This is an optimization exercise on Yosys and OpenROAD, whose aim is small area, not a production implementation.
For this run, only the layout was checked, not whether the RTL still works.
Power and IR drop assume default switching activity.

==> design.v <==
`timescale 1ns / 1ps
module fifo_one_clk (rst,clk, write_data,write_req, read_data,read_data_valid, read_req, fifo_of, fifo_uf, fifo_empty, fifo_full);
parameter DATA = 8;
parameter ADDR = 10; 
     input  			rst,clk;
     input [7:0] 		write_data;
     input 				write_req, read_req;  
     output reg [7:0] 	read_data;
	 output reg			read_data_valid;
	 output reg 		fifo_of, fifo_uf;
	 output				fifo_empty, fifo_full;
   	reg [DATA-1:0] my_fifo [0:2**ADDR-1];
	reg  [ADDR-1:0] read_pointer, write_pointer;	
 assign	fifo_empty	= (read_pointer == write_pointer);
 wire	fifo_full2	= (read_pointer - write_pointer == 2'b1);
 wire	fifo_full3	= (read_pointer == write_pointer + 2'b1);
 wire [ADDR-1:0] diff = read_pointer - write_pointer;
 wire 		 fifo_full =   (diff == 1);
 wire	write_to_fifo = write_req & !fifo_full;
 wire	read_from_fifo = read_req & !fifo_empty;
   always @ (posedge clk or negedge rst)
    if (!rst)
  	 	write_pointer <= 0;
	 else if (write_to_fifo)
    	write_pointer <= write_pointer + 1;
always @ (posedge clk)
	if (write_to_fifo)
		my_fifo[write_pointer] <= write_data[7:0];
always @ (posedge clk or negedge rst) 
 	if (!rst)
  	 	fifo_of <= 0;
	 else
	   	fifo_of <= write_req & fifo_full;       		  
  always @ (posedge clk or negedge rst)
    if (!rst) 
		begin
		read_pointer 	<= 0;
 		read_data		<= 0;
		read_data_valid	<= 0;
		end
	else
	 if (read_from_fifo)
			begin
			read_data<= my_fifo[read_pointer];
			read_data_valid <= 1;
			read_pointer <=read_pointer +1;
			end
		else
			read_data_valid <= 0;
always @ (posedge clk or negedge rst) 
 	if (!rst)
  	 	fifo_uf <= 0;
	 else	  	
	 	fifo_uf <= read_req & fifo_empty; 
endmodule
`timescale 1ns / 1ps
module switch(rst,clk,write_data_0, write_data_1,dest_0,dest_1,write_req_0, write_req_1,  
data_ack_0, data_ack_1, read_data_0, read_data_1,read_data_valid_0, read_data_valid_1,source_add_0, source_add_1,
 configuration_address,configuration_data,configuration_data_valid);
parameter DATA_SWITCH  = 8;
parameter ADDR_SWITCH  = 4;
input  				rst,clk;			 
input 		[7:0] 	write_data_0, write_data_1;			 
input		[2:0]	dest_0, dest_1;  
input 				write_req_0, write_req_1; 
output				data_ack_0, data_ack_1;  
output  	[7:0] 	read_data_0, read_data_1;			 
output 				read_data_valid_0, read_data_valid_1;	 
output				source_add_0, source_add_1;
input	[3:0]		configuration_address;
input	[7:0]		configuration_data;
input				configuration_data_valid;
reg [7:0] map;
reg 	strict_rount, prioritized, write_req_0_s, write_req_1_s;
wire 	fifo_dest_0, fifo_dest_1;
reg		next_read_to_out_0, next_read_to_out_1;
wire 	fifo_of_0_0, fifo_of_0_1, fifo_of_1_0, fifo_of_1_1;
wire 	read_data_valid_0_0, read_data_valid_0_1, read_data_valid_1_0, read_data_valid_1_1;
wire 	[7:0] read_data_0_0, read_data_0_1, read_data_1_0, read_data_1_1;
reg		read_req_0_0, read_req_0_1, read_req_1_0, read_req_1_1;
wire 	fifo_empty_0_0, fifo_empty_0_1, fifo_empty_1_0, fifo_empty_1_1;
assign fifo_dest_0 = map[dest_0];
assign fifo_dest_1 = map[dest_1];
assign data_ack_0 = write_req_0_s & !(fifo_of_0_0 | fifo_of_0_1);
assign data_ack_1 = write_req_1_s & !(fifo_of_1_0 | fifo_of_1_1);
assign read_data_valid_0 = read_data_valid_0_0 | read_data_valid_1_0;
assign read_data_valid_1 = read_data_valid_0_1 | read_data_valid_1_1;
assign read_data_0 = read_data_valid_0_0 ? read_data_0_0 : read_data_1_0;
assign read_data_1 = read_data_valid_0_1 ? read_data_0_1 : read_data_1_1;
assign source_add_0 = (read_data_valid_0_0) ? 0 : 1;
assign source_add_1 = (read_data_valid_1_1) ? 1 : 0;
reg last_read_out_0, last_read_out_1;
always @ (posedge clk or negedge rst)
    if (!rst) 
		begin
		write_req_0_s <= 0;
		write_req_1_s <= 0;
		end
	else
		begin
		write_req_0_s <= write_req_0;
		write_req_1_s <= write_req_1;
		end
always @ (posedge clk or negedge rst)
    if (!rst) 
		begin
		map 			<= 8'b1111_0000;
		strict_rount 	<= 1;
		prioritized		<= 0;
		end
	else
		if (configuration_data_valid)
			case (configuration_address)
					0 : 	map <= configuration_data;
					1:		{strict_rount, prioritized} <= configuration_data[1:0];
			endcase
always @(*)
	begin
	next_read_to_out_0 = 0;  
	next_read_to_out_1 = 0;  
	if(strict_rount)
		begin
		next_read_to_out_0 = prioritized;
		next_read_to_out_1 = prioritized;
		end
	else
		begin
		next_read_to_out_0 = !last_read_out_0;
		next_read_to_out_1 = !last_read_out_1;
		end
	end
always @ (posedge clk or negedge rst)
    if (!rst) 
		begin
		last_read_out_0	<= 0; 
		last_read_out_1	<= 0;
		end
	else
		begin
		if(read_data_valid_0_0)
			last_read_out_0 <= 0;
		if(read_data_valid_1_0)
			last_read_out_0 <= 1;
		if(read_data_valid_0_1)
			last_read_out_1 <= 0;
		if(read_data_valid_1_1)
			last_read_out_1 <= 1;
		end
always @(*)
	begin
	read_req_0_0 = 0;
	read_req_1_0 = 0;
	case ({fifo_empty_0_0, fifo_empty_1_0})
		2'b11:
			begin
			read_req_0_0 = 0;
			read_req_1_0 = 0;
			end
		2'b10:
			begin
			read_req_0_0 = 0;
			read_req_1_0 = 1;
			end
		2'b01:
			begin
			read_req_0_0 = 1;
			read_req_1_0 = 0;
			end
		2'b00:
			begin
			read_req_0_0 = !next_read_to_out_0;
			read_req_1_0 = next_read_to_out_0;
			end
	default:
			begin
			read_req_0_0 = 0;
			read_req_1_0 = 0;
			end
	endcase
	end
always @(*)
	begin
	read_req_0_1 = 0;
	read_req_1_1 = 0;
	case ({fifo_empty_0_1, fifo_empty_1_1})
		2'b11:
			begin
			read_req_0_1 = 0;
			read_req_1_1 = 0;
			end
		2'b10:
			begin
			read_req_0_1 = 0;
			read_req_1_1 = 1;
			end
		2'b01:
			begin
			read_req_0_1 = 1;
			read_req_1_1 = 0;
			end
		2'b00:
			begin
			read_req_0_1 = !next_read_to_out_1;
			read_req_1_1 = next_read_to_out_1;
			end
	default:
			begin
			read_req_0_1 = 0;
			read_req_1_1 = 0;
			end
	endcase
	end		
fifo_one_clk FIFO_IN0_OUT0 (.rst			(rst),
							.clk			(clk), 
							.write_data		(write_data_0),
							.write_req		(write_req_0& !fifo_dest_0), 
							.read_data		(read_data_0_0),
							.read_data_valid(read_data_valid_0_0), 
							.read_req		(read_req_0_0), 
							.fifo_of		(fifo_of_0_0), 
							.fifo_uf		(), 
							.fifo_empty		(fifo_empty_0_0), 
							.fifo_full		());
defparam FIFO_IN0_OUT0.DATA=DATA_SWITCH,FIFO_IN0_OUT0.ADDR = ADDR_SWITCH; 
fifo_one_clk FIFO_IN0_OUT1 (.rst			(rst),
							.clk			(clk), 
							.write_data		(write_data_0),
							.write_req		(write_req_0& fifo_dest_0), 
							.read_data		(read_data_0_1),
							.read_data_valid(read_data_valid_0_1), 
							.read_req		(read_req_0_1), 
							.fifo_of		(fifo_of_0_1), 
							.fifo_uf		(), 
							.fifo_empty		(fifo_empty_0_1), 
							.fifo_full		());
defparam FIFO_IN0_OUT1.DATA=DATA_SWITCH,FIFO_IN0_OUT1.ADDR = ADDR_SWITCH; 
fifo_one_clk FIFO_IN1_OUT0 (.rst			(rst),
							.clk			(clk), 
							.write_data		(write_data_1),
							.write_req		(write_req_1 & !fifo_dest_1), 
							.read_data		(read_data_1_0),
							.read_data_valid(read_data_valid_1_0), 
							.read_req		(read_req_1_0), 
							.fifo_of		(fifo_of_1_0), 
							.fifo_uf		(), 
							.fifo_empty		(fifo_empty_1_0), 
							.fifo_full		());
defparam FIFO_IN1_OUT0.DATA=DATA_SWITCH,FIFO_IN1_OUT0.ADDR = ADDR_SWITCH; 
fifo_one_clk FIFO_IN1_OUT1 (.rst			(rst),
							.clk			(clk), 
							.write_data		(write_data_1),
							.write_req		(write_req_1 & fifo_dest_1), 
							.read_data		(read_data_1_1),  
							.read_data_valid(read_data_valid_1_1), 
							.read_req		(read_req_1_1), 
							.fifo_of		(fifo_of_1_1), 
							.fifo_uf		(), 
							.fifo_empty		(fifo_empty_1_1), 
							.fifo_full		());
defparam FIFO_IN1_OUT1.DATA=DATA_SWITCH,FIFO_IN1_OUT1.ADDR = ADDR_SWITCH; 
endmodule
==> run.sh <==
#!/bin/bash
# synth_recipe.tcl (not shown) runs the flow's synth.tcl, then flattens the netlist and writes it again
# the make line also repeats each setting of config.mk as NAME=value (left out here)
make -C /OpenROAD-flow-scripts/flow DESIGN_CONFIG=/design/flow/config.mk WORK_HOME=/design/flow/orfs CLKGATE_MAP_FILE= SYNTH_SCRIPT=/design/flow/synth_recipe.tcl finish
==> config.mk <==
export PLATFORM = sky130hd
export DESIGN_NAME = switch
export DESIGN_NICKNAME = switch
export VERILOG_FILES = /design/flow/design.v
export SDC_FILE = /design/flow/constraint.sdc
export NUM_CORES = 4
export LEC_CHECK = 0
export CAP_MARGIN = 20
export CORE_MARGIN = 2
export CORE_UTILIZATION = 40
export SLEW_MARGIN = 20
==> constraint.sdc <==
create_clock -name core_clock -period 5.0 [get_ports {clk}]
set_input_delay 1.0000 -clock core_clock [delete_from_list [all_inputs] [get_ports {clk}]]
set_output_delay 1.0000 -clock core_clock [all_outputs]
set_load 0.01 [all_outputs]
==> impl_metrics.yaml <==
run_status:
  outcome: "complete, no violations"
cts:
  htreeDepth: 3
  cts-root-buf: "clkbuf_16"
  cts_tree: "yes"
  clockBufferDepth: 3
  cts-buffers-inserted: 66
  cts_sinks: 598
  ctsHoldBuffers: 0
  clkTransAtPathRegs_ns: 0.06
  postCtsSetupBuffers: 0
  clk-insertion-delay-late_ns: 0.60
  cts_resized: 0
synthesis:
  yosys_register_bits: 598
  seq_area_frac_synth: 0.705
  ys_types: 58
  synth.cell_area_sq_mm: 0.0249
  synth-async-reset-ratio: 0.144
  synth_ff_type: "edfxtp_1"
  avgSynthCellArea_sq_um: 19.6
  ys_warn_count: 2
  netlist_instances: 1269
  synth_nets: 1344
  synth_edf_count: 512
setup_path:
  crit_path_max_fanout: 13
  r2r-start: "FIFO_IN0_OUT1.write_pointer[2]"
  cp_num_buf_inv: 1
  cp-end-kind: "flop"
  crit_top_cell: "a21oi_1"
  reg2reg_slack_ns: 1.49
  rr_endpoint: "FIFO_IN0_OUT1.my_fifo[2][3]"
  cpPeakStageDelay_ns: 0.82
  critPathTopFamily: "simple AND/OR/NAND/NOR gates"
  rr_worst_depth: 7
  start_kind: "flop"
  path_cells: "clkinv_1 -> ha_1 -> a21oi_1 -> a21o_1 -> a21oi_1 -> or2_1 -> nor4b_2"
  critPathSlowestCell: "nor4b_2"
  critPathKind: "flop to flop"
  arrival_ns: 3.74
  required_ns: 5.23
floorplan:
  dieArea_sq_mm: 0.0642
  start_util: 0.404
  fp-row-count: 91
  die_h_um: 253
  die_w_um: 253
  pin_count: 61
  core_area_sq_mm: 0.0616
layout:
  layout-drive-gt1-share: 0.233
  n_antenna_cell: 0
  final_cells: 2263
  final_net_count: 1451
  multiInputGateArea_sq_mm: 0.00662
  register_area_sq_mm: 0.0175
  syn_to_final_growth_pct: 14.3
  nFillCells: 5182
  final_util: 0.461
timing:
  tightest_slew_ns: 0.961
  finalClockSkew_ns: 0.0291
  maxSlewViolCount: 0
  period_minus_slack_ns: 3.51
  hold_viol: 0
  slew_headroom: 0.359
  max_freq_mhz: 285
  setup_tns_ns: 0
  rsz0062_at_grt: "no"
  timing.final.crit_share: 0.702
  finalSetupViolCount: 0
  final.setup.worst_slack_ns: 1.49
pwr:
  p_per_area_mw_per_mm2: 590
  max-vdd-ir-drop_mv: 0.235
  leakage_uw: 0.00974
global_routing:
  grt_max_degree: 52
  antenna_found_initial: 0
  overflow: 0
  grt_pass1_wl_um: 79700
  grt_pass1_vias: 12600
  grt_usage: 0.168
placement:
  hpwlAfterDp_um: 33800
  dp_cells: 2145
  portBuffers: 60
  gp_congestion: 0.798
  dp_slack_ns: 1.07
worst_hold_path:
  hp-start: "FIFO_IN1_OUT0.read_data_valid"
  min_to: "last_read_out_0"
  hold_path_class: "flop to flop"
  min_path_cells: 1
detailed_routing:
  wirelength_um: 52600
  via_count: 11900
  first_pass_iters: 4
  drc: 0
  post_drt_wl_per_cell_um: 23.2
  vias_per_cell: 5.28
  ant_nets: 0
  dr.first_iter.drc_count: 914
flow_run:
  cap_violations: 0
[cell type report]
type,instances,area share
Inverter,23,0.00304
Timing Repair Buffer,102,0.0322
Clock buffer,87,0.0642
Tap cell,837,0.0369
Clock inverter,31,0.0135
Multi-Input combinational cell,585,0.233
Sequential cell,598,0.617
[cells in the mapped netlist, types with 2 or more instances]
| master | n | area, sq um |
|---|---|---|
| o21ai_0 | 16 | 80.1 |
| or2_2 | 4 | 25.0 |
| buf_12 | 6 | 120 |
| mux2_4 | 8 | 120 |
| o21ai_1 | 2 | 10.0 |
| a21o_1 | 3 | 22.5 |
| inv_1 | 22 | 82.6 |
| nand3_1 | 11 | 55.1 |
| clkbuf_1 | 13 | 48.8 |
| nor3b_1 | 6 | 45.0 |
| and2_1 | 18 | 113 |
| mux4_1 | 26 | 683 |
| a22oi_1 | 2 | 15.0 |
| nor2_1 | 16 | 60.1 |
| mux2i_1 | 38 | 380 |
| fa_1 | 4 | 80.1 |
| nor2b_1 | 28 | 175 |
| nand2_1 | 29 | 109 |
| buf_2 | 9 | 45.0 |
| nand4_1 | 4 | 25.0 |
| and4_1 | 2 | 17.5 |
| dfstp_2 | 5 | 131 |
| nor4b_1 | 3 | 26.3 |
| dfrtp_1 | 81 | 2030 |
| ha_1 | 32 | 400 |
| a211oi_1 | 25 | 188 |
| buf_6 | 13 | 146 |
| xor2_1 | 15 | 131 |
| nand3b_1 | 4 | 30.0 |
| clkbuf_8 | 18 | 248 |
| and2b_1 | 2 | 15.0 |
| edfxtp_1 | 512 | 15400 |
| mux4_2 | 102 | 2300 |
| xnor2_1 | 17 | 149 |
| and3_1 | 42 | 263 |
| a21oi_1 | 33 | 165 |
| buf_1 | 2 | 7.51 |
| buf_4 | 2 | 15.0 |
| nor3_1 | 15 | 75.1 |
| mux2_2 | 61 | 687 |
[how the worst max path moves through the flow]
| stage | cells past startpoint | slack, ns | endpoint | startpoint |
|---|---|---|---|---|
| 2_1_floorplan | 12 | 1.60 | FIFO_IN0_OUT1.my_fifo[4][0] | FIFO_IN0_OUT1.read_pointer[0] |
| 3_3_place_gp | 6 | 1.10 | FIFO_IN1_OUT1.my_fifo[11][7] | dest_1[0] |
| 3_5_place_dp | 6 | 1.07 | FIFO_IN1_OUT1.my_fifo[11][7] | dest_1[0] |
| 4_1_cts | 7 | 1.52 | FIFO_IN0_OUT1.my_fifo[2][3] | FIFO_IN0_OUT1.write_pointer[2] |
| 5_1_grt | 7 | 1.15 | FIFO_IN0_OUT1.my_fifo[2][3] | FIFO_IN0_OUT1.write_pointer[2] |
| 6_report | 7 | 1.49 | FIFO_IN0_OUT1.my_fifo[2][3] | FIFO_IN0_OUT1.write_pointer[2] |
[metal layers]
layer / vias to the layer above / global-route usage / wire length [um]
met5: - / 0 / 0
met4: 0 / 0.0443 / 1010
met3: 72 / 0.0322 / 2870
met2: 336 / 0.271 / 25600
met1: 6231 / 0.235 / 23100
li1: 5310 / - / -
[report_power, final]
group | leakage [uW] | internal (uW) | switching, uW | total (uW)
Combinational | 0.00306 | 2540 | 2860 | 5400
Sequential | 0.00561 | 6040 | 427 | 6470
Clock | 0.00106 | 2950 | 1950 | 4900
Total | 0.00974 | 11500 | 5240 | 16800
[layout by cell type, fill, tap and decap left out, drive strengths merged, types with 5 or more instances in the layout]
cell           count
a211oi            25
a21oi             34
and2              18
and3              42
buf               43
bufinv             7
clkbuf            87
clkdlybuf4s50     59
clkinv            17
dfrtp             81
dfstp              5
edfxtp           512
ha                32
inv               26
mux2              69
mux2i             38
mux4             128
nand2             29
nand3             12
nor2              17
nor2b             28
nor3              15
nor3b              6
o21ai             19
or2                5
xnor2             17
xor2              15
[cells by family after synthesis]
| group | Yosys count | synth area share |
|---|---|---|
| DFF | 598 | 0.705 |
| muxes | 235 | 0.168 |
| and+or+nand+nor | 194 | 0.0450 |
| AOI/OAI and AO/OA | 88 | 0.0227 |
| buffers and inverters | 86 | 0.0288 |
| adders and majority gates | 36 | 0.0193 |
| xor gates and xnor gates | 32 | 0.0113 |
[metrics by stage]
step                      power (uW)  instance area (sq um)  hold WS, ns
after floorplan                10600                  24900        0.420
after global placement         11900                  26200        0.430
after detailed placement       12100                  26200        0.440
after CTS                      17000                  28400        0.472
after global routing           17600                  28400        0.494
final                          16800                  28400        0.472
[registers in the layout, summed over array words and instances (netlist names), 8 cells and up]
name,count
FIFO_IN0_OUT1.my_fifo,128
FIFO_IN0_OUT0.read_data,8
FIFO_IN0_OUT1.read_data,8
map,8
FIFO_IN0_OUT0.my_fifo,128
FIFO_IN1_OUT0.my_fifo,128
FIFO_IN1_OUT1.read_data,8
FIFO_IN1_OUT1.my_fifo,128
FIFO_IN1_OUT0.read_data,8

==> port drivers added, routing unchanged <==
The flow's constraints put no driver on any port. The routed layout listed below was extracted and timed again, unchanged, in two steps.
Step 1 (the two cells are an assumption about what drives the block):
set clk [get_ports {clk}]
set_driving_cell -lib_cell sky130_fd_sc_hd__clkbuf_16 $clk
set_driving_cell -lib_cell sky130_fd_sc_hd__buf_2 [delete_from_list [all_inputs] $clk]
Step 2 moves the port delays by t, midway between the first and last clock arrival at a register: inputs arrive t later, outputs are due t later. That takes back most of the time a late clock gives input paths.
Slacks: no drivers / after step 1 / after step 2; pairs: no drivers / after step 1.
t (ns): 0.645
setup WS [ns]: 1.490 / 1.490 / 1.087
hold WS [ns]: 0.472 / 0.448 / 0.472
pins driven straight from the clock port: 1
After both steps this run still meets setup and hold. The setup slack of this run moves by 0.000 ns with the drivers and by -0.403 ns with both steps.
